From an optimization exercise on the open Yosys and OpenROAD flow, aimed at small area and a short achievable clock period; shortcuts taken in it are not production practice.
Only the layout flow was run in this run; the RTL was not checked for function there.
Power figures rest on the tool's default switching activity, not on a simulated workload.

File: flow/flow/run.sh
#!/bin/bash
# Standard layout (the standard.sh) with two changes:
#  - after synthesis, flow/post_synth.tcl takes logic cells down to their
#    smallest drive strength (timing repair later sizes up what it needs);
#  - the port buffers are buf_1 cells (sized up by repair where needed).
set -euo pipefail
here=$(pwd)
bash standard.sh POST_SYNTH_TCL=$here/flow/post_synth.tcl \
  "BUFFER_PORTS_ARGS=-buffer_cell sky130_fd_sc_hd__buf_1" finish > $here/standard_flow.log 2>&1
File: flow/flow/post_synth.tcl
# After synthesis: take every logic cell down to the smallest drive strength
# of its own kind and drop the buffers synthesis inserted; timing repair in the
# later steps sizes up what the critical paths need.
set n_resized 0
foreach inst [get_cells *] {
  set master [get_property $inst ref_name]
  if {![regexp {^(sky130_fd_sc_hd__[a-z0-9]+)_([0-9]+)$} $master -> base size]} { continue }
  if {[regexp {__(df|dl|sdf|edf|conb|tap|fill|decap|clk)} $base]} { continue }
  set best ""
  set best_area 1e9
  foreach s {0 1 2 4} {
    set lc [get_lib_cells -quiet */${base}_$s]
    if {$lc eq ""} { continue }
    if {[get_property $lc dont_use]} { continue }
    set a [get_property $lc area]
    if {$a < $best_area} { set best_area $a; set best [get_name $lc] }
  }
  if {$best ne "" && $best ne $master} {
    replace_cell $inst $best
    incr n_resized
  }
}
puts "post_synth: resized $n_resized cells"
remove_buffers
File: flow/standard.sh
#!/bin/bash
# synth_recipe.tcl (not shown) runs the flow's synth.tcl, then flattens the netlist and writes it again
# the make line also repeats each setting of config.mk as NAME=value (left out here)
make -C /OpenROAD-flow-scripts/flow DESIGN_CONFIG=/design/flow/config.mk WORK_HOME=/design/flow/orfs CLKGATE_MAP_FILE= SYNTH_SCRIPT=/design/flow/synth_recipe.tcl "${@:-finish}"
File: flow/config.mk
export PLATFORM = sky130hd
export DESIGN_NAME = dadda_16_16
export DESIGN_NICKNAME = dadda_16_16
export VERILOG_FILES = /design/flow/design.v
export SDC_FILE = /design/flow/constraint.sdc
export NUM_CORES = 4
export LEC_CHECK = 0
export CAP_MARGIN = 20
export CORE_MARGIN = 2
export CORE_UTILIZATION = 70
export CTS_BUF_LIST = sky130_fd_sc_hd__clkbuf_8 sky130_fd_sc_hd__clkbuf_16
export SETUP_SLACK_MARGIN = 3.5
export SLEW_MARGIN = 20
export SYNTH_HIERARCHICAL = 1
File: flow/constraint.sdc
create_clock -name core_clock -period 7.0 [get_ports {clk}]
set_input_delay 1.4000 -clock core_clock [delete_from_list [all_inputs] [get_ports {clk}]]
set_output_delay 1.4000 -clock core_clock [all_outputs]
set_load 0.01 [all_outputs]
File: flow/design.v
module fa(input x, y, z, output s, c);
  assign s = x ^ y ^ z;
  assign c = (x & y) | (z & (x | y));
endmodule
module bsel(input a, b, one, two, neg, output pn);
  assign pn = ~(((a & one) | (b & two)) ^ neg);
endmodule
module bsel1(input a, s, neg, output pn);
  assign pn = ~((a & s) ^ neg);
endmodule
module hac(input xn, yn, output sn, cn);
  xnor_m u_s (.a(xn), .b(yn), .y(sn));
  or_m u_c (.a(xn), .b(yn), .y(cn));
endmodule
module xnor_m(input a, b, output y);
  assign y = ~(a ^ b);
endmodule
module or_m(input a, b, output y);
  assign y = a | b;
endmodule
module g_inv(input a, output y);
  assign y = ~a;
endmodule
module g_nand2(input a, b, output y);
  assign y = ~(a & b);
endmodule
module g_nor2(input a, b, output y);
  assign y = ~(a | b);
endmodule
module g_xor2(input a, b, output y);
  assign y = a ^ b;
endmodule
module g_xnor2(input a, b, output y);
  assign y = ~(a ^ b);
endmodule
module g_aoi21(input a, b, c, output y);
  assign y = ~(c | (a & b));
endmodule
module g_oai21(input a, b, c, output y);
  assign y = ~(c & (a | b));
endmodule
module dadda_16_16(mpd_in, mpr_in, op_out, clk);
  input clk;
  input [15:0] mpd_in, mpr_in;
  output [32:0] op_out;
  wire [17:0] ye = {2'b00, mpr_in};
  wire [7:0] e_one, e_two;
  genvar gi, gj;
  generate for (gi = 0; gi < 8; gi = gi + 1) begin : g_enc
    wire ym1 = (gi == 0) ? 1'b0 : ye[2*gi-1];
    assign e_one[gi] = ye[2*gi] ^ ym1;
    assign e_two[gi] = (ye[2*gi+1] & ~ye[2*gi] & ~ym1) | (~ye[2*gi+1] & ye[2*gi] & ym1);
  end endgenerate
  reg [15:0] x;
  reg [7:0] one, two, neg;
  reg [25:0] q0, q1;
  reg [5:0] ql;
  reg qc;
  wire carry_n = w270;
  wire [25:0] r0n, r1n;
  wire [5:0] sln;
  always @(posedge clk) begin
    x <= mpd_in;
    one <= e_one;
    two <= e_two;
    neg <= {mpr_in[15], mpr_in[13], mpr_in[11], mpr_in[9], mpr_in[7], mpr_in[5], mpr_in[3], mpr_in[1]};
    q0 <= r0n;
    q1 <= r1n;
    ql <= sln;
    qc <= ~carry_n;
  end
  wire [7:0] negn = ~neg;
  wire [16:0] ppn [0:7];
  generate for (gi = 0; gi < 8; gi = gi + 1) begin : g_pp
    for (gj = 0; gj < 17; gj = gj + 1) begin : g_ppj
      if (gj == 0) begin : g_lo
        bsel1 u_sel (.a(x[0]), .s(one[gi]), .neg(neg[gi]), .pn(ppn[gi][gj]));
      end else if (gj == 16) begin : g_hi
        bsel1 u_sel (.a(x[15]), .s(two[gi]), .neg(neg[gi]), .pn(ppn[gi][gj]));
      end else begin : g_mid
        bsel u_sel (.a(x[gj]), .b(x[gj-1]), .one(one[gi]), .two(two[gi]), .neg(neg[gi]), .pn(ppn[gi][gj]));
      end
    end
  end endgenerate
  wire [15:0] r8n;
  generate for (gj = 0; gj < 16; gj = gj + 1) begin : g_r8
    g_nand2 u_r8 (.a(x[gj]), .b(neg[7]), .y(r8n[gj]));
  end endgenerate
  wire ci1;
  wire ci2;
  wire ci3;
  wire ci4;
  wire ci5;
  wire ci6;
  wire w7;
  wire w8;
  wire w9;
  wire w10;
  wire w11;
  wire w12;
  wire w13;
  wire w14;
  wire w15;
  wire w16;
  wire w17;
  wire w18;
  wire w19;
  wire w20;
  wire w21;
  wire w22;
  wire w23;
  wire w24;
  wire w25;
  wire w26;
  wire w27;
  wire w28;
  wire w29;
  wire w30;
  wire w31;
  wire w32;
  wire w33;
  wire w34;
  wire w35;
  wire w36;
  wire w37;
  wire w38;
  wire w39;
  wire w40;
  wire w41;
  wire w42;
  wire w43;
  wire w44;
  wire w45;
  wire w46;
  wire w47;
  wire w48;
  wire w49;
  wire w50;
  wire w51;
  wire w52;
  wire w53;
  wire w54;
  wire w55;
  wire w56;
  wire w57;
  wire w58;
  wire w59;
  wire w60;
  wire w61;
  wire w62;
  wire w63;
  wire w64;
  wire w65;
  wire w66;
  wire w67;
  wire w68;
  wire w69;
  wire w70;
  wire w71;
  wire w72;
  wire w73;
  wire w74;
  wire w75;
  wire w76;
  wire w77;
  wire w78;
  wire w79;
  wire w80;
  wire w81;
  wire w82;
  wire w83;
  wire w84;
  wire w85;
  wire w86;
  wire w87;
  wire w88;
  wire w89;
  wire w90;
  wire w91;
  wire w92;
  wire w93;
  wire w94;
  wire w95;
  wire w96;
  wire w97;
  wire w98;
  wire w99;
  wire w100;
  wire w101;
  wire w102;
  wire w103;
  wire w104;
  wire w105;
  wire w106;
  wire w107;
  wire w108;
  wire w109;
  wire w110;
  wire w111;
  wire w112;
  wire w113;
  wire w114;
  wire w115;
  wire w116;
  wire w117;
  wire w118;
  wire w119;
  wire w120;
  wire w121;
  wire w122;
  wire w123;
  wire w124;
  wire w125;
  wire w126;
  wire w127;
  wire w128;
  wire w129;
  wire w130;
  wire w131;
  wire w132;
  wire w133;
  wire w134;
  wire w135;
  wire w136;
  wire w137;
  wire w138;
  wire w139;
  wire w140;
  wire w141;
  wire w142;
  wire w143;
  wire w144;
  wire w145;
  wire w146;
  wire w147;
  wire w148;
  wire w149;
  wire w150;
  wire w151;
  wire w152;
  wire w153;
  wire w154;
  wire w155;
  wire w156;
  wire w157;
  wire w158;
  wire w159;
  wire w160;
  wire w161;
  wire w162;
  wire w163;
  wire w164;
  wire w165;
  wire w166;
  wire w167;
  wire w168;
  wire w169;
  wire w170;
  wire w171;
  wire w172;
  wire w173;
  wire w174;
  wire w175;
  wire w176;
  wire w177;
  wire w178;
  wire w179;
  wire w180;
  wire w181;
  wire w182;
  wire w183;
  wire w184;
  wire w185;
  wire w186;
  wire w187;
  wire w188;
  wire w189;
  wire w190;
  wire w191;
  wire w192;
  wire w193;
  wire w194;
  wire w195;
  wire w196;
  wire w197;
  wire w198;
  wire w199;
  wire w200;
  wire w201;
  wire w202;
  wire w203;
  wire w204;
  wire w205;
  wire w206;
  wire w207;
  wire w208;
  wire w209;
  wire w210;
  wire w211;
  wire w212;
  wire w213;
  wire w214;
  wire w215;
  wire w216;
  wire w217;
  wire w218;
  wire w219;
  wire w220;
  wire w221;
  wire w222;
  wire w223;
  wire w224;
  wire w225;
  wire w226;
  wire w227;
  wire w228;
  wire w229;
  wire w230;
  wire w231;
  wire w232;
  wire w233;
  wire w234;
  wire w235;
  wire w236;
  wire w237;
  wire w238;
  wire w239;
  wire w240;
  wire w241;
  wire w242;
  wire w243;
  wire w244;
  wire w245;
  wire w246;
  wire w247;
  wire w248;
  wire w249;
  wire w250;
  wire w251;
  wire w252;
  wire w253;
  wire w254;
  wire w255;
  wire w256;
  wire w257;
  wire w258;
  wire w259;
  wire w260;
  wire w261;
  wire w262;
  wire w263;
  wire w264;
  wire w265;
  wire w266;
  wire w267;
  wire w268;
  wire w269;
  wire w270;
  assign ci1 = ~r8n[4];
  assign ci2 = ~r8n[6];
  assign ci3 = ~r8n[8];
  assign ci4 = ~r8n[10];
  assign ci5 = ~r8n[12];
  assign ci6 = ~r8n[14];
  hac u_w7 (.xn(negn[5]), .yn(ppn[0][10]), .sn(w7), .cn(w8));
  hac u_w9 (.xn(ppn[0][11]), .yn(ppn[1][9]), .sn(w9), .cn(w10));
  fa u_w11 (.x(negn[6]), .y(ppn[0][12]), .z(ppn[1][10]), .s(w11), .c(w12));
  hac u_w13 (.xn(ppn[2][8]), .yn(ppn[3][6]), .sn(w13), .cn(w14));
  fa u_w15 (.x(ppn[0][13]), .y(ppn[1][11]), .z(ppn[2][9]), .s(w15), .c(w16));
  hac u_w17 (.xn(ppn[3][7]), .yn(ppn[4][5]), .sn(w17), .cn(w18));
  fa u_w19 (.x(negn[7]), .y(ppn[0][14]), .z(ppn[1][12]), .s(w19), .c(w20));
  fa u_w21 (.x(ppn[2][10]), .y(ppn[3][8]), .z(ppn[4][6]), .s(w21), .c(w22));
  hac u_w23 (.xn(ppn[5][4]), .yn(ppn[6][2]), .sn(w23), .cn(w24));
  fa u_w25 (.x(ppn[0][15]), .y(ppn[1][13]), .z(ppn[2][11]), .s(w25), .c(w26));
  fa u_w27 (.x(ppn[3][9]), .y(ppn[4][7]), .z(ppn[5][5]), .s(w27), .c(w28));
  hac u_w29 (.xn(ppn[6][3]), .yn(ppn[7][1]), .sn(w29), .cn(w30));
  fa u_w31 (.x(r8n[0]), .y(ppn[0][16]), .z(ppn[1][14]), .s(w31), .c(w32));
  fa u_w33 (.x(ppn[2][12]), .y(ppn[3][10]), .z(ppn[4][8]), .s(w33), .c(w34));
  fa u_w35 (.x(ppn[5][6]), .y(ppn[6][4]), .z(ppn[7][2]), .s(w35), .c(w36));
  fa u_w37 (.x(r8n[1]), .y(negn[0]), .z(ppn[1][15]), .s(w37), .c(w38));
  fa u_w39 (.x(ppn[2][13]), .y(ppn[3][11]), .z(ppn[4][9]), .s(w39), .c(w40));
  fa u_w41 (.x(ppn[5][7]), .y(ppn[6][5]), .z(ppn[7][3]), .s(w41), .c(w42));
  fa u_w43 (.x(r8n[2]), .y(negn[0]), .z(ppn[1][16]), .s(w43), .c(w44));
  fa u_w45 (.x(ppn[2][14]), .y(ppn[3][12]), .z(ppn[4][10]), .s(w45), .c(w46));
  fa u_w47 (.x(ppn[5][8]), .y(ppn[6][6]), .z(ppn[7][4]), .s(w47), .c(w48));
  fa u_w49 (.x(r8n[3]), .y(neg[0]), .z(neg[1]), .s(w49), .c(w50));
  fa u_w51 (.x(ppn[2][15]), .y(ppn[3][13]), .z(ppn[4][11]), .s(w51), .c(w52));
  fa u_w53 (.x(ppn[5][9]), .y(ppn[6][7]), .z(ppn[7][5]), .s(w53), .c(w54));
  fa u_w55 (.x(ci1), .y(ppn[2][16]), .z(ppn[3][14]), .s(w55), .c(w56));
  fa u_w57 (.x(ppn[4][12]), .y(ppn[5][10]), .z(ppn[6][8]), .s(w57), .c(w58));
  fa u_w59 (.x(r8n[5]), .y(r8n[4]), .z(neg[2]), .s(w59), .c(w60));
  fa u_w61 (.x(ppn[3][15]), .y(ppn[4][13]), .z(ppn[5][11]), .s(w61), .c(w62));
  fa u_w63 (.x(ci2), .y(ppn[3][16]), .z(ppn[4][14]), .s(w63), .c(w64));
  fa u_w65 (.x(r8n[7]), .y(r8n[6]), .z(neg[3]), .s(w65), .c(w66));
  hac u_w67 (.xn(negn[3]), .yn(ppn[0][6]), .sn(w67), .cn(w68));
  hac u_w69 (.xn(ppn[0][7]), .yn(ppn[1][5]), .sn(w69), .cn(w70));
  fa u_w71 (.x(negn[4]), .y(ppn[0][8]), .z(ppn[1][6]), .s(w71), .c(w72));
  hac u_w73 (.xn(ppn[2][4]), .yn(ppn[3][2]), .sn(w73), .cn(w74));
  fa u_w75 (.x(ppn[0][9]), .y(ppn[1][7]), .z(ppn[2][5]), .s(w75), .c(w76));
  hac u_w77 (.xn(ppn[3][3]), .yn(ppn[4][1]), .sn(w77), .cn(w78));
  fa u_w79 (.x(ppn[1][8]), .y(ppn[2][6]), .z(ppn[3][4]), .s(w79), .c(w80));
  fa u_w81 (.x(ppn[4][2]), .y(ppn[5][0]), .z(w7), .s(w81), .c(w82));
  fa u_w83 (.x(ppn[2][7]), .y(ppn[3][5]), .z(ppn[4][3]), .s(w83), .c(w84));
  fa u_w85 (.x(ppn[5][1]), .y(w8), .z(w9), .s(w85), .c(w86));
  fa u_w87 (.x(ppn[4][4]), .y(ppn[5][2]), .z(ppn[6][0]), .s(w87), .c(w88));
  fa u_w89 (.x(w10), .y(w13), .z(w11), .s(w89), .c(w90));
  fa u_w91 (.x(ppn[5][3]), .y(ppn[6][1]), .z(w14), .s(w91), .c(w92));
  fa u_w93 (.x(w17), .y(w12), .z(w15), .s(w93), .c(w94));
  fa u_w95 (.x(ppn[7][0]), .y(w18), .z(w23), .s(w95), .c(w96));
  fa u_w97 (.x(w16), .y(w19), .z(w21), .s(w97), .c(w98));
  fa u_w99 (.x(w24), .y(w29), .z(w20), .s(w99), .c(w100));
  fa u_w101 (.x(w22), .y(w25), .z(w27), .s(w101), .c(w102));
  fa u_w103 (.x(w30), .y(w26), .z(w28), .s(w103), .c(w104));
  fa u_w105 (.x(w31), .y(w33), .z(w35), .s(w105), .c(w106));
  fa u_w107 (.x(w32), .y(w34), .z(w36), .s(w107), .c(w108));
  fa u_w109 (.x(w37), .y(w39), .z(w41), .s(w109), .c(w110));
  fa u_w111 (.x(w38), .y(w40), .z(w42), .s(w111), .c(w112));
  fa u_w113 (.x(w43), .y(w45), .z(w47), .s(w113), .c(w114));
  fa u_w115 (.x(w44), .y(w46), .z(w48), .s(w115), .c(w116));
  fa u_w117 (.x(w49), .y(w51), .z(w53), .s(w117), .c(w118));
  fa u_w119 (.x(ppn[7][6]), .y(w50), .z(w52), .s(w119), .c(w120));
  fa u_w121 (.x(w54), .y(w55), .z(w57), .s(w121), .c(w122));
  fa u_w123 (.x(ppn[6][9]), .y(ppn[7][7]), .z(w56), .s(w123), .c(w124));
  fa u_w125 (.x(w58), .y(w59), .z(w61), .s(w125), .c(w126));
  fa u_w127 (.x(ppn[5][12]), .y(ppn[6][10]), .z(ppn[7][8]), .s(w127), .c(w128));
  fa u_w129 (.x(w60), .y(w62), .z(w63), .s(w129), .c(w130));
  fa u_w131 (.x(ppn[4][15]), .y(ppn[5][13]), .z(ppn[6][11]), .s(w131), .c(w132));
  fa u_w133 (.x(ppn[7][9]), .y(w64), .z(w65), .s(w133), .c(w134));
  fa u_w135 (.x(ci3), .y(ppn[4][16]), .z(ppn[5][14]), .s(w135), .c(w136));
  fa u_w137 (.x(ppn[6][12]), .y(ppn[7][10]), .z(w66), .s(w137), .c(w138));
  fa u_w139 (.x(r8n[9]), .y(r8n[8]), .z(neg[4]), .s(w139), .c(w140));
  fa u_w141 (.x(ppn[5][15]), .y(ppn[6][13]), .z(ppn[7][11]), .s(w141), .c(w142));
  fa u_w143 (.x(ci4), .y(ppn[5][16]), .z(ppn[6][14]), .s(w143), .c(w144));
  fa u_w145 (.x(r8n[11]), .y(r8n[10]), .z(neg[5]), .s(w145), .c(w146));
  hac u_w147 (.xn(negn[2]), .yn(ppn[0][4]), .sn(w147), .cn(w148));
  hac u_w149 (.xn(ppn[0][5]), .yn(ppn[1][3]), .sn(w149), .cn(w150));
  fa u_w151 (.x(ppn[1][4]), .y(ppn[2][2]), .z(ppn[3][0]), .s(w151), .c(w152));
  fa u_w153 (.x(ppn[2][3]), .y(ppn[3][1]), .z(w68), .s(w153), .c(w154));
  fa u_w155 (.x(ppn[4][0]), .y(w70), .z(w73), .s(w155), .c(w156));
  fa u_w157 (.x(w74), .y(w77), .z(w72), .s(w157), .c(w158));
  fa u_w159 (.x(w78), .y(w76), .z(w79), .s(w159), .c(w160));
  fa u_w161 (.x(w80), .y(w83), .z(w82), .s(w161), .c(w162));
  fa u_w163 (.x(w84), .y(w87), .z(w86), .s(w163), .c(w164));
  fa u_w165 (.x(w88), .y(w91), .z(w90), .s(w165), .c(w166));
  fa u_w167 (.x(w92), .y(w95), .z(w94), .s(w167), .c(w168));
  fa u_w169 (.x(w96), .y(w98), .z(w99), .s(w169), .c(w170));
  fa u_w171 (.x(w100), .y(w102), .z(w103), .s(w171), .c(w172));
  fa u_w173 (.x(w104), .y(w106), .z(w107), .s(w173), .c(w174));
  fa u_w175 (.x(w108), .y(w110), .z(w111), .s(w175), .c(w176));
  fa u_w177 (.x(w112), .y(w114), .z(w115), .s(w177), .c(w178));
  fa u_w179 (.x(w116), .y(w118), .z(w119), .s(w179), .c(w180));
  fa u_w181 (.x(w120), .y(w122), .z(w123), .s(w181), .c(w182));
  fa u_w183 (.x(w127), .y(w124), .z(w126), .s(w183), .c(w184));
  fa u_w185 (.x(w128), .y(w131), .z(w130), .s(w185), .c(w186));
  fa u_w187 (.x(w132), .y(w135), .z(w137), .s(w187), .c(w188));
  fa u_w189 (.x(w136), .y(w139), .z(w141), .s(w189), .c(w190));
  fa u_w191 (.x(ppn[7][12]), .y(w140), .z(w142), .s(w191), .c(w192));
  fa u_w193 (.x(ppn[6][15]), .y(ppn[7][13]), .z(w144), .s(w193), .c(w194));
  fa u_w195 (.x(ci5), .y(ppn[6][16]), .z(ppn[7][14]), .s(w195), .c(w196));
  fa u_w197 (.x(r8n[13]), .y(r8n[12]), .z(neg[6]), .s(w197), .c(w198));
  hac u_w199 (.xn(negn[1]), .yn(ppn[0][2]), .sn(w199), .cn(w200));
  hac u_w201 (.xn(ppn[0][3]), .yn(ppn[1][1]), .sn(w201), .cn(w202));
  fa u_w203 (.x(ppn[1][2]), .y(ppn[2][0]), .z(w147), .s(w203), .c(w204));
  fa u_w205 (.x(ppn[2][1]), .y(w148), .z(w149), .s(w205), .c(w206));
  fa u_w207 (.x(w150), .y(w67), .z(w151), .s(w207), .c(w208));
  fa u_w209 (.x(w69), .y(w152), .z(w153), .s(w209), .c(w210));
  fa u_w211 (.x(w71), .y(w154), .z(w155), .s(w211), .c(w212));
  fa u_w213 (.x(w75), .y(w156), .z(w157), .s(w213), .c(w214));
  fa u_w215 (.x(w81), .y(w158), .z(w159), .s(w215), .c(w216));
  fa u_w217 (.x(w85), .y(w160), .z(w161), .s(w217), .c(w218));
  fa u_w219 (.x(w89), .y(w162), .z(w163), .s(w219), .c(w220));
  fa u_w221 (.x(w93), .y(w164), .z(w165), .s(w221), .c(w222));
  fa u_w223 (.x(w97), .y(w166), .z(w167), .s(w223), .c(w224));
  fa u_w225 (.x(w101), .y(w168), .z(w169), .s(w225), .c(w226));
  fa u_w227 (.x(w105), .y(w170), .z(w171), .s(w227), .c(w228));
  fa u_w229 (.x(w109), .y(w172), .z(w173), .s(w229), .c(w230));
  fa u_w231 (.x(w113), .y(w174), .z(w175), .s(w231), .c(w232));
  fa u_w233 (.x(w117), .y(w176), .z(w177), .s(w233), .c(w234));
  fa u_w235 (.x(w121), .y(w178), .z(w179), .s(w235), .c(w236));
  fa u_w237 (.x(w125), .y(w180), .z(w181), .s(w237), .c(w238));
  fa u_w239 (.x(w129), .y(w182), .z(w183), .s(w239), .c(w240));
  fa u_w241 (.x(w133), .y(w184), .z(w185), .s(w241), .c(w242));
  fa u_w243 (.x(w134), .y(w186), .z(w187), .s(w243), .c(w244));
  fa u_w245 (.x(w138), .y(w189), .z(w188), .s(w245), .c(w246));
  fa u_w247 (.x(w143), .y(w190), .z(w191), .s(w247), .c(w248));
  fa u_w249 (.x(w145), .y(w192), .z(w193), .s(w249), .c(w250));
  fa u_w251 (.x(w146), .y(w195), .z(w194), .s(w251), .c(w252));
  fa u_w253 (.x(ppn[7][15]), .y(w196), .z(w197), .s(w253), .c(w254));
  fa u_w255 (.x(ci6), .y(ppn[7][16]), .z(w198), .s(w255), .c(w256));
  fa u_w257 (.x(r8n[15]), .y(r8n[14]), .z(neg[7]), .s(w257), .c(w258));
  hac u_w259 (.xn(negn[0]), .yn(ppn[0][0]), .sn(w259), .cn(w260));
  hac u_w261 (.xn(ppn[0][1]), .yn(w260), .sn(w261), .cn(w262));
  fa u_w263 (.x(w199), .y(ppn[1][0]), .z(w262), .s(w263), .c(w264));
  fa u_w265 (.x(w200), .y(w201), .z(w264), .s(w265), .c(w266));
  fa u_w267 (.x(w202), .y(w203), .z(w266), .s(w267), .c(w268));
  fa u_w269 (.x(w204), .y(w205), .z(w268), .s(w269), .c(w270));
  g_nor2 u_g0 (.a(w206), .b(w207), .y(r0n[0]));
  g_xor2 u_p0 (.a(w206), .b(w207), .y(r1n[0]));
  g_nor2 u_g1 (.a(w208), .b(w209), .y(r0n[1]));
  g_xor2 u_p1 (.a(w208), .b(w209), .y(r1n[1]));
  g_nor2 u_g2 (.a(w210), .b(w211), .y(r0n[2]));
  g_xor2 u_p2 (.a(w210), .b(w211), .y(r1n[2]));
  g_nor2 u_g3 (.a(w212), .b(w213), .y(r0n[3]));
  g_xor2 u_p3 (.a(w212), .b(w213), .y(r1n[3]));
  g_nor2 u_g4 (.a(w214), .b(w215), .y(r0n[4]));
  g_xor2 u_p4 (.a(w214), .b(w215), .y(r1n[4]));
  g_nor2 u_g5 (.a(w216), .b(w217), .y(r0n[5]));
  g_xor2 u_p5 (.a(w216), .b(w217), .y(r1n[5]));
  g_nor2 u_g6 (.a(w218), .b(w219), .y(r0n[6]));
  g_xor2 u_p6 (.a(w218), .b(w219), .y(r1n[6]));
  g_nor2 u_g7 (.a(w220), .b(w221), .y(r0n[7]));
  g_xor2 u_p7 (.a(w220), .b(w221), .y(r1n[7]));
  g_nor2 u_g8 (.a(w222), .b(w223), .y(r0n[8]));
  g_xor2 u_p8 (.a(w222), .b(w223), .y(r1n[8]));
  g_nor2 u_g9 (.a(w224), .b(w225), .y(r0n[9]));
  g_xor2 u_p9 (.a(w224), .b(w225), .y(r1n[9]));
  g_nor2 u_g10 (.a(w226), .b(w227), .y(r0n[10]));
  g_xor2 u_p10 (.a(w226), .b(w227), .y(r1n[10]));
  g_nor2 u_g11 (.a(w228), .b(w229), .y(r0n[11]));
  g_xor2 u_p11 (.a(w228), .b(w229), .y(r1n[11]));
  g_nor2 u_g12 (.a(w230), .b(w231), .y(r0n[12]));
  g_xor2 u_p12 (.a(w230), .b(w231), .y(r1n[12]));
  g_nor2 u_g13 (.a(w232), .b(w233), .y(r0n[13]));
  g_xor2 u_p13 (.a(w232), .b(w233), .y(r1n[13]));
  g_nor2 u_g14 (.a(w234), .b(w235), .y(r0n[14]));
  g_xor2 u_p14 (.a(w234), .b(w235), .y(r1n[14]));
  g_nor2 u_g15 (.a(w236), .b(w237), .y(r0n[15]));
  g_xor2 u_p15 (.a(w236), .b(w237), .y(r1n[15]));
  g_nor2 u_g16 (.a(w238), .b(w239), .y(r0n[16]));
  g_xor2 u_p16 (.a(w238), .b(w239), .y(r1n[16]));
  g_nor2 u_g17 (.a(w240), .b(w241), .y(r0n[17]));
  g_xor2 u_p17 (.a(w240), .b(w241), .y(r1n[17]));
  g_nor2 u_g18 (.a(w242), .b(w243), .y(r0n[18]));
  g_xor2 u_p18 (.a(w242), .b(w243), .y(r1n[18]));
  g_nor2 u_g19 (.a(w244), .b(w245), .y(r0n[19]));
  g_xor2 u_p19 (.a(w244), .b(w245), .y(r1n[19]));
  g_nor2 u_g20 (.a(w246), .b(w247), .y(r0n[20]));
  g_xor2 u_p20 (.a(w246), .b(w247), .y(r1n[20]));
  g_nor2 u_g21 (.a(w248), .b(w249), .y(r0n[21]));
  g_xor2 u_p21 (.a(w248), .b(w249), .y(r1n[21]));
  g_nor2 u_g22 (.a(w250), .b(w251), .y(r0n[22]));
  g_xor2 u_p22 (.a(w250), .b(w251), .y(r1n[22]));
  g_nor2 u_g23 (.a(w252), .b(w253), .y(r0n[23]));
  g_xor2 u_p23 (.a(w252), .b(w253), .y(r1n[23]));
  g_nor2 u_g24 (.a(w254), .b(w255), .y(r0n[24]));
  g_xor2 u_p24 (.a(w254), .b(w255), .y(r1n[24]));
  g_nor2 u_g25 (.a(w256), .b(w257), .y(r0n[25]));
  g_xor2 u_p25 (.a(w256), .b(w257), .y(r1n[25]));
  assign sln[0] = w259;
  assign sln[1] = w261;
  assign sln[2] = w263;
  assign sln[3] = w265;
  assign sln[4] = w267;
  assign sln[5] = w269;
  wire a1;
  wire a2;
  wire a3;
  wire a4;
  wire a5;
  wire a6;
  wire a7;
  wire a8;
  wire a9;
  wire a10;
  wire a11;
  wire a12;
  wire a13;
  wire a14;
  wire a15;
  wire a16;
  wire a17;
  wire a18;
  wire a19;
  wire a20;
  wire a21;
  wire a22;
  wire a23;
  wire a24;
  wire a25;
  wire a26;
  wire a27;
  wire a28;
  wire a29;
  wire a30;
  wire a31;
  wire a32;
  wire a33;
  wire a34;
  wire a35;
  wire a36;
  wire a37;
  wire a38;
  wire a39;
  wire a40;
  wire a41;
  wire a42;
  wire a43;
  wire a44;
  wire a45;
  wire a46;
  wire a47;
  wire a48;
  wire a49;
  wire a50;
  wire a51;
  wire a52;
  wire a53;
  wire a54;
  wire a55;
  wire a56;
  wire a57;
  wire a58;
  wire a59;
  wire a60;
  wire a61;
  wire a62;
  wire a63;
  wire a64;
  wire a65;
  wire a66;
  wire a67;
  wire a68;
  wire a69;
  wire a70;
  wire a71;
  wire a72;
  wire a73;
  wire a74;
  wire a75;
  wire a76;
  wire a77;
  wire a78;
  wire a79;
  wire a80;
  wire a81;
  wire a82;
  wire a83;
  wire a84;
  wire a85;
  wire a86;
  wire a87;
  wire a88;
  wire a89;
  wire a90;
  wire a91;
  wire a92;
  wire a93;
  wire a94;
  wire a95;
  wire a96;
  wire a97;
  wire a98;
  wire a99;
  wire a100;
  wire a101;
  wire a102;
  wire a103;
  wire a104;
  wire a105;
  wire a106;
  wire a107;
  wire a108;
  wire a109;
  wire a110;
  wire a111;
  wire a112;
  wire a113;
  wire a114;
  wire a115;
  wire a116;
  wire a117;
  wire a118;
  wire a119;
  wire a120;
  wire a121;
  wire a122;
  wire a123;
  wire a124;
  wire a125;
  wire a126;
  wire a127;
  wire a128;
  wire a129;
  wire a130;
  wire a131;
  wire a132;
  wire a133;
  wire a134;
  wire a135;
  wire a136;
  wire a137;
  wire a138;
  wire a139;
  wire a140;
  wire a141;
  wire a142;
  wire a143;
  wire a144;
  wire a145;
  wire a146;
  g_aoi21 u_a1 (.a(q1[0]), .b(qc), .c(q0[0]), .y(a1));
  g_aoi21 u_a2 (.a(q1[2]), .b(q0[1]), .c(q0[2]), .y(a2));
  g_nand2 u_a3 (.a(q1[2]), .b(q1[1]), .y(a3));
  g_aoi21 u_a4 (.a(q1[4]), .b(q0[3]), .c(q0[4]), .y(a4));
  g_nand2 u_a5 (.a(q1[4]), .b(q1[3]), .y(a5));
  g_aoi21 u_a6 (.a(q1[6]), .b(q0[5]), .c(q0[6]), .y(a6));
  g_nand2 u_a7 (.a(q1[6]), .b(q1[5]), .y(a7));
  g_aoi21 u_a8 (.a(q1[8]), .b(q0[7]), .c(q0[8]), .y(a8));
  g_nand2 u_a9 (.a(q1[8]), .b(q1[7]), .y(a9));
  g_aoi21 u_a10 (.a(q1[10]), .b(q0[9]), .c(q0[10]), .y(a10));
  g_nand2 u_a11 (.a(q1[10]), .b(q1[9]), .y(a11));
  g_aoi21 u_a12 (.a(q1[12]), .b(q0[11]), .c(q0[12]), .y(a12));
  g_nand2 u_a13 (.a(q1[12]), .b(q1[11]), .y(a13));
  g_aoi21 u_a14 (.a(q1[14]), .b(q0[13]), .c(q0[14]), .y(a14));
  g_nand2 u_a15 (.a(q1[14]), .b(q1[13]), .y(a15));
  g_aoi21 u_a16 (.a(q1[16]), .b(q0[15]), .c(q0[16]), .y(a16));
  g_nand2 u_a17 (.a(q1[16]), .b(q1[15]), .y(a17));
  g_aoi21 u_a18 (.a(q1[18]), .b(q0[17]), .c(q0[18]), .y(a18));
  g_nand2 u_a19 (.a(q1[18]), .b(q1[17]), .y(a19));
  g_aoi21 u_a20 (.a(q1[20]), .b(q0[19]), .c(q0[20]), .y(a20));
  g_nand2 u_a21 (.a(q1[20]), .b(q1[19]), .y(a21));
  g_aoi21 u_a22 (.a(q1[22]), .b(q0[21]), .c(q0[22]), .y(a22));
  g_nand2 u_a23 (.a(q1[22]), .b(q1[21]), .y(a23));
  g_aoi21 u_a24 (.a(q1[24]), .b(q0[23]), .c(q0[24]), .y(a24));
  g_nand2 u_a25 (.a(q1[24]), .b(q1[23]), .y(a25));
  g_inv u_a26 (.a(a1), .y(a26));
  g_aoi21 u_a27 (.a(q1[1]), .b(a26), .c(q0[1]), .y(a27));
  g_oai21 u_a28 (.a(a3), .b(a1), .c(a2), .y(a28));
  g_inv u_a29 (.a(a4), .y(a29));
  g_aoi21 u_a30 (.a(q1[5]), .b(a29), .c(q0[5]), .y(a30));
  g_inv u_a31 (.a(a5), .y(a31));
  g_nand2 u_a32 (.a(q1[5]), .b(a31), .y(a32));
  g_oai21 u_a33 (.a(a7), .b(a4), .c(a6), .y(a33));
  g_nor2 u_a34 (.a(a7), .b(a5), .y(a34));
  g_inv u_a35 (.a(a8), .y(a35));
  g_aoi21 u_a36 (.a(q1[9]), .b(a35), .c(q0[9]), .y(a36));
  g_inv u_a37 (.a(a9), .y(a37));
  g_nand2 u_a38 (.a(q1[9]), .b(a37), .y(a38));
  g_oai21 u_a39 (.a(a11), .b(a8), .c(a10), .y(a39));
  g_nor2 u_a40 (.a(a11), .b(a9), .y(a40));
  g_inv u_a41 (.a(a12), .y(a41));
  g_aoi21 u_a42 (.a(q1[13]), .b(a41), .c(q0[13]), .y(a42));
  g_inv u_a43 (.a(a13), .y(a43));
  g_nand2 u_a44 (.a(q1[13]), .b(a43), .y(a44));
  g_oai21 u_a45 (.a(a15), .b(a12), .c(a14), .y(a45));
  g_nor2 u_a46 (.a(a15), .b(a13), .y(a46));
  g_inv u_a47 (.a(a16), .y(a47));
  g_aoi21 u_a48 (.a(q1[17]), .b(a47), .c(q0[17]), .y(a48));
  g_inv u_a49 (.a(a17), .y(a49));
  g_nand2 u_a50 (.a(q1[17]), .b(a49), .y(a50));
  g_oai21 u_a51 (.a(a19), .b(a16), .c(a18), .y(a51));
  g_nor2 u_a52 (.a(a19), .b(a17), .y(a52));
  g_inv u_a53 (.a(a20), .y(a53));
  g_aoi21 u_a54 (.a(q1[21]), .b(a53), .c(q0[21]), .y(a54));
  g_inv u_a55 (.a(a21), .y(a55));
  g_nand2 u_a56 (.a(q1[21]), .b(a55), .y(a56));
  g_oai21 u_a57 (.a(a23), .b(a20), .c(a22), .y(a57));
  g_nor2 u_a58 (.a(a23), .b(a21), .y(a58));
  g_inv u_a59 (.a(a24), .y(a59));
  g_aoi21 u_a60 (.a(q1[25]), .b(a59), .c(q0[25]), .y(a60));
  g_inv u_a61 (.a(a25), .y(a61));
  g_nand2 u_a62 (.a(q1[25]), .b(a61), .y(a62));
  g_aoi21 u_a63 (.a(q1[3]), .b(a28), .c(q0[3]), .y(a63));
  g_inv u_a64 (.a(a28), .y(a64));
  g_oai21 u_a65 (.a(a5), .b(a64), .c(a4), .y(a65));
  g_oai21 u_a66 (.a(a32), .b(a64), .c(a30), .y(a66));
  g_aoi21 u_a67 (.a(a34), .b(a28), .c(a33), .y(a67));
  g_aoi21 u_a68 (.a(q1[11]), .b(a39), .c(q0[11]), .y(a68));
  g_nand2 u_a69 (.a(q1[11]), .b(a40), .y(a69));
  g_inv u_a70 (.a(a39), .y(a70));
  g_oai21 u_a71 (.a(a13), .b(a70), .c(a12), .y(a71));
  g_nand2 u_a72 (.a(a43), .b(a40), .y(a72));
  g_oai21 u_a73 (.a(a44), .b(a70), .c(a42), .y(a73));
  g_inv u_a74 (.a(a44), .y(a74));
  g_nand2 u_a75 (.a(a74), .b(a40), .y(a75));
  g_aoi21 u_a76 (.a(a46), .b(a39), .c(a45), .y(a76));
  g_nand2 u_a77 (.a(a46), .b(a40), .y(a77));
  g_aoi21 u_a78 (.a(q1[19]), .b(a51), .c(q0[19]), .y(a78));
  g_nand2 u_a79 (.a(q1[19]), .b(a52), .y(a79));
  g_inv u_a80 (.a(a51), .y(a80));
  g_oai21 u_a81 (.a(a21), .b(a80), .c(a20), .y(a81));
  g_nand2 u_a82 (.a(a55), .b(a52), .y(a82));
  g_oai21 u_a83 (.a(a56), .b(a80), .c(a54), .y(a83));
  g_inv u_a84 (.a(a56), .y(a84));
  g_nand2 u_a85 (.a(a84), .b(a52), .y(a85));
  g_aoi21 u_a86 (.a(a58), .b(a51), .c(a57), .y(a86));
  g_nand2 u_a87 (.a(a58), .b(a52), .y(a87));
  g_inv u_a88 (.a(a67), .y(a88));
  g_aoi21 u_a89 (.a(q1[7]), .b(a88), .c(q0[7]), .y(a89));
  g_oai21 u_a90 (.a(a9), .b(a67), .c(a8), .y(a90));
  g_oai21 u_a91 (.a(a38), .b(a67), .c(a36), .y(a91));
  g_aoi21 u_a92 (.a(a40), .b(a88), .c(a39), .y(a92));
  g_oai21 u_a93 (.a(a69), .b(a67), .c(a68), .y(a93));
  g_inv u_a94 (.a(a71), .y(a94));
  g_oai21 u_a95 (.a(a72), .b(a67), .c(a94), .y(a95));
  g_inv u_a96 (.a(a73), .y(a96));
  g_oai21 u_a97 (.a(a75), .b(a67), .c(a96), .y(a97));
  g_oai21 u_a98 (.a(a77), .b(a67), .c(a76), .y(a98));
  g_inv u_a99 (.a(a86), .y(a99));
  g_aoi21 u_a100 (.a(q1[23]), .b(a99), .c(q0[23]), .y(a100));
  g_inv u_a101 (.a(a87), .y(a101));
  g_nand2 u_a102 (.a(q1[23]), .b(a101), .y(a102));
  g_oai21 u_a103 (.a(a25), .b(a86), .c(a24), .y(a103));
  g_nor2 u_a104 (.a(a25), .b(a87), .y(a104));
  g_oai21 u_a105 (.a(a62), .b(a86), .c(a60), .y(a105));
  g_nor2 u_a106 (.a(a62), .b(a87), .y(a106));
  g_aoi21 u_a107 (.a(q1[15]), .b(a98), .c(q0[15]), .y(a107));
  g_inv u_a108 (.a(a98), .y(a108));
  g_oai21 u_a109 (.a(a17), .b(a108), .c(a16), .y(a109));
  g_oai21 u_a110 (.a(a50), .b(a108), .c(a48), .y(a110));
  g_aoi21 u_a111 (.a(a52), .b(a98), .c(a51), .y(a111));
  g_oai21 u_a112 (.a(a79), .b(a108), .c(a78), .y(a112));
  g_inv u_a113 (.a(a82), .y(a113));
  g_aoi21 u_a114 (.a(a113), .b(a98), .c(a81), .y(a114));
  g_inv u_a115 (.a(a85), .y(a115));
  g_aoi21 u_a116 (.a(a115), .b(a98), .c(a83), .y(a116));
  g_oai21 u_a117 (.a(a87), .b(a108), .c(a86), .y(a117));
  g_oai21 u_a118 (.a(a102), .b(a108), .c(a100), .y(a118));
  g_aoi21 u_a119 (.a(a104), .b(a98), .c(a103), .y(a119));
  g_aoi21 u_a120 (.a(a106), .b(a98), .c(a105), .y(a120));
  g_xor2 u_a121 (.a(q1[0]), .b(qc), .y(a121));
  g_xnor2 u_a122 (.a(q1[1]), .b(a1), .y(a122));
  g_xnor2 u_a123 (.a(q1[2]), .b(a27), .y(a123));
  g_xor2 u_a124 (.a(q1[3]), .b(a28), .y(a124));
  g_xnor2 u_a125 (.a(q1[4]), .b(a63), .y(a125));
  g_xor2 u_a126 (.a(q1[5]), .b(a65), .y(a126));
  g_xor2 u_a127 (.a(q1[6]), .b(a66), .y(a127));
  g_xnor2 u_a128 (.a(q1[7]), .b(a67), .y(a128));
  g_xnor2 u_a129 (.a(q1[8]), .b(a89), .y(a129));
  g_xor2 u_a130 (.a(q1[9]), .b(a90), .y(a130));
  g_xor2 u_a131 (.a(q1[10]), .b(a91), .y(a131));
  g_xnor2 u_a132 (.a(q1[11]), .b(a92), .y(a132));
  g_xor2 u_a133 (.a(q1[12]), .b(a93), .y(a133));
  g_xor2 u_a134 (.a(q1[13]), .b(a95), .y(a134));
  g_xor2 u_a135 (.a(q1[14]), .b(a97), .y(a135));
  g_xor2 u_a136 (.a(q1[15]), .b(a98), .y(a136));
  g_xnor2 u_a137 (.a(q1[16]), .b(a107), .y(a137));
  g_xor2 u_a138 (.a(q1[17]), .b(a109), .y(a138));
  g_xor2 u_a139 (.a(q1[18]), .b(a110), .y(a139));
  g_xnor2 u_a140 (.a(q1[19]), .b(a111), .y(a140));
  g_xor2 u_a141 (.a(q1[20]), .b(a112), .y(a141));
  g_xnor2 u_a142 (.a(q1[21]), .b(a114), .y(a142));
  g_xnor2 u_a143 (.a(q1[22]), .b(a116), .y(a143));
  g_xor2 u_a144 (.a(q1[23]), .b(a117), .y(a144));
  g_xor2 u_a145 (.a(q1[24]), .b(a118), .y(a145));
  g_xnor2 u_a146 (.a(q1[25]), .b(a119), .y(a146));
  wire [25:0] hi;
  assign hi[0] = a121;
  assign hi[1] = a122;
  assign hi[2] = a123;
  assign hi[3] = a124;
  assign hi[4] = a125;
  assign hi[5] = a126;
  assign hi[6] = a127;
  assign hi[7] = a128;
  assign hi[8] = a129;
  assign hi[9] = a130;
  assign hi[10] = a131;
  assign hi[11] = a132;
  assign hi[12] = a133;
  assign hi[13] = a134;
  assign hi[14] = a135;
  assign hi[15] = a136;
  assign hi[16] = a137;
  assign hi[17] = a138;
  assign hi[18] = a139;
  assign hi[19] = a140;
  assign hi[20] = a141;
  assign hi[21] = a142;
  assign hi[22] = a143;
  assign hi[23] = a144;
  assign hi[24] = a145;
  assign hi[25] = a146;
  assign op_out = {1'b0, hi, ~ql};
endmodule
==> summary.txt <==
final non-filler cell total: 1013
CTS Buf Count: 9
largest net degree at the start of global routing: 36
WP data required: 5.60 ns
crit path kind: register to output port
Final Skew: 0.0128 ns
routed vias: 6323
first-pass GRT wire length: 33.1 mm
Syn Nets: 924
CTS sink cnt: 98
Relative slew margins: 0.662
DRT met1 WL: 7.32 mm
share of cells above drive strength 1: 0.0943
Initial Util: 0.712
Max-Cap Viols: 0
crit path max fanout: 4
setup TNS: 0 ns
Top Metal Used: met4
# IOs: 66
Gate Count Post-Synth: 775
Chip Height: 111 µm
port buffer count: 64
vias in the first global route: 6759
Post-Route Utilization: 0.798
GRT Overall Usage: 0.337
status: complete, no violations
Die ar.: 12400 µm²
Mapped Area: 8060 µm²
Pins Over Slew Limit: 0
DRC violations left: 0
final setup margin: 3.52 ns
num rows: 39
period utilisation layout: 0.497
DR iter-0 viols: 437
VDD IR max: 0.404 mV
Worst Tran Pin Value: 0.507 ns
n_diodes: 0
worst skew pair latency: 0.36 ns
Routed Antenna Nets: 0
RSZ-0062 raised after global routing: true
CTS root buffer: clkbuf_16
Syn Area/Cell: 10.4 µm²
routed len/inst: 19.2 µm
Pre-Repair DR Iteration Count: 5
Yosys warnings: 7
vias per cell: 6.24
clock-pin slew on the worst setup and hold paths: 0.08 ns
GP Congestion: 0.887
CTS Hold Bufs: 0
Finish-stage setup viols: 0
P_leak: 3.57 nW
# H-tree levels: 3
die width: 111 µm
most frequent cells in the layout: xor2_1 (184), a22oi_1 (120), fa_1 (116)
fin crit period: 3.48 ns
critical path launch point type: register
R2R setup slack: 3.68 ns
maximum clock frequency: 0.287 GHz
Longest Clk Path Bufs: 2
initial antenna violation count: 0
fin nets: 1015
WL final: 19.5 mm
Core Region: 11300 µm²
HP Class: register to register
met3 WL: 1.54 mm
area added between synthesis and finish: 12.0%
total congestion overflow: 0
detailed placement HPWL: 13.3 mm
CP Capture Type: output port
fillers: 789
final number of hold-violating endpoints: 0
DP Worst Slack: 2.89 ns
CTS tree: yes
placed cells: 990
Pwr Density: 438 nW/µm²
met2 wire len: 9.93 mm
commonest non-fill, non-tap cell in the layout: xor2_1
critical path arrival: 2.08 ns
layout make-up:
type,count,area [µm²],share of cell area
tap,143,179,0.0198
clock inverter,6,72.6,0.00804
clock buffer,9,225,0.0249
sequential,98,2010,0.222
inverter,45,169,0.0187
multi-input combinational,632,6010,0.666
timing repair buffer,80,363,0.0402
critical path: stages, from the launching register on:
cell	delay [ns]
dfxtp_1	0.34
a21oi_2	0.23
o21ai_2	0.12
a21oi_1	0.24
o21ai_4	0.14
buf_4	0.17
a21oi_1	0.17
xnor2_1	0.14
buf_1	0.16
routing by layer:
| layer | vias to the layer above | track usage |
|---|---|---|
| met5 | - | 0 |
| met4 | 0 | 0.165 |
| met3 | 64 | 0.0590 |
| met2 | 306 | 0.587 |
| met1 | 3162 | 0.408 |
| li1 | 2791 | - |
timing repair:
item,in CTS,in global routing
gates cloned,0,0
pin swaps,3,5
resized for setup,33,32
setup endpoints to repair,28,42
buffers inserted,5,3
path summary, 6_finish.rpt:
| kind | cells past startpoint | start | to |
|---|---|---|---|
| worst min-delay path | 3 | one[0]$_DFF_P_ | ql[0]$_DFF_P_ |
| worst max-delay path | 8 | q1[8]$_DFF_P_ | op_out[31] |
| worst min register to register | 3 | one[0]$_DFF_P_ | ql[0]$_DFF_P_ |
| worst max register to register | 7 | one[3]$_DFF_P_ | q1[15]$_DFF_P_ |
flip-flops by register name, summed over array words and instances (netlist names):
register  flops
x            16
neg           8
qc            1
q1           26
q0           25
one           8
ql            6
two           8
per-stage QoR:
step                      power (mW)  area (µm²)  hold slack, ns
after floorplan                 2.75        8060           0.753
after global placement          3.22        8540           0.828
after detailed placement        3.32        8540           0.862
after CTS                       3.93        8960           0.823
after global routing            4.33        9030           0.821
final                           3.96        9030           0.752
power by group:
part           internal [mW]  switching (mW)
registers              0.787           0.192
clock network          0.281           0.227
logic                   1.14            1.33

## re-timing with driven ports
The flow's constraints put no driver on any port. The routed layout listed below was extracted and timed again, unchanged, in two steps. Step 1 assumes that a clkbuf_16 drives the clock port and a buf_2 every other input. Step 2 adds t to the input delays and takes it off the output delays; t is the mean of the earliest and latest rising clock arrival at the registers after step 1. Input paths then give back, and output paths get back, about the clock's delay inside the block. a / b / c = ideal / step 1 / step 2; a / b = the first two.
t (ns): 0.396
slack for setup (ns): 3.521 / 3.481 / 3.683
latest minus earliest clock arrival (ns): 0.013 / 0.013
After both steps setup and hold are still met in this run. For this run, drivers alone change the setup slack by -0.040 ns; drivers and shift together by +0.162 ns.
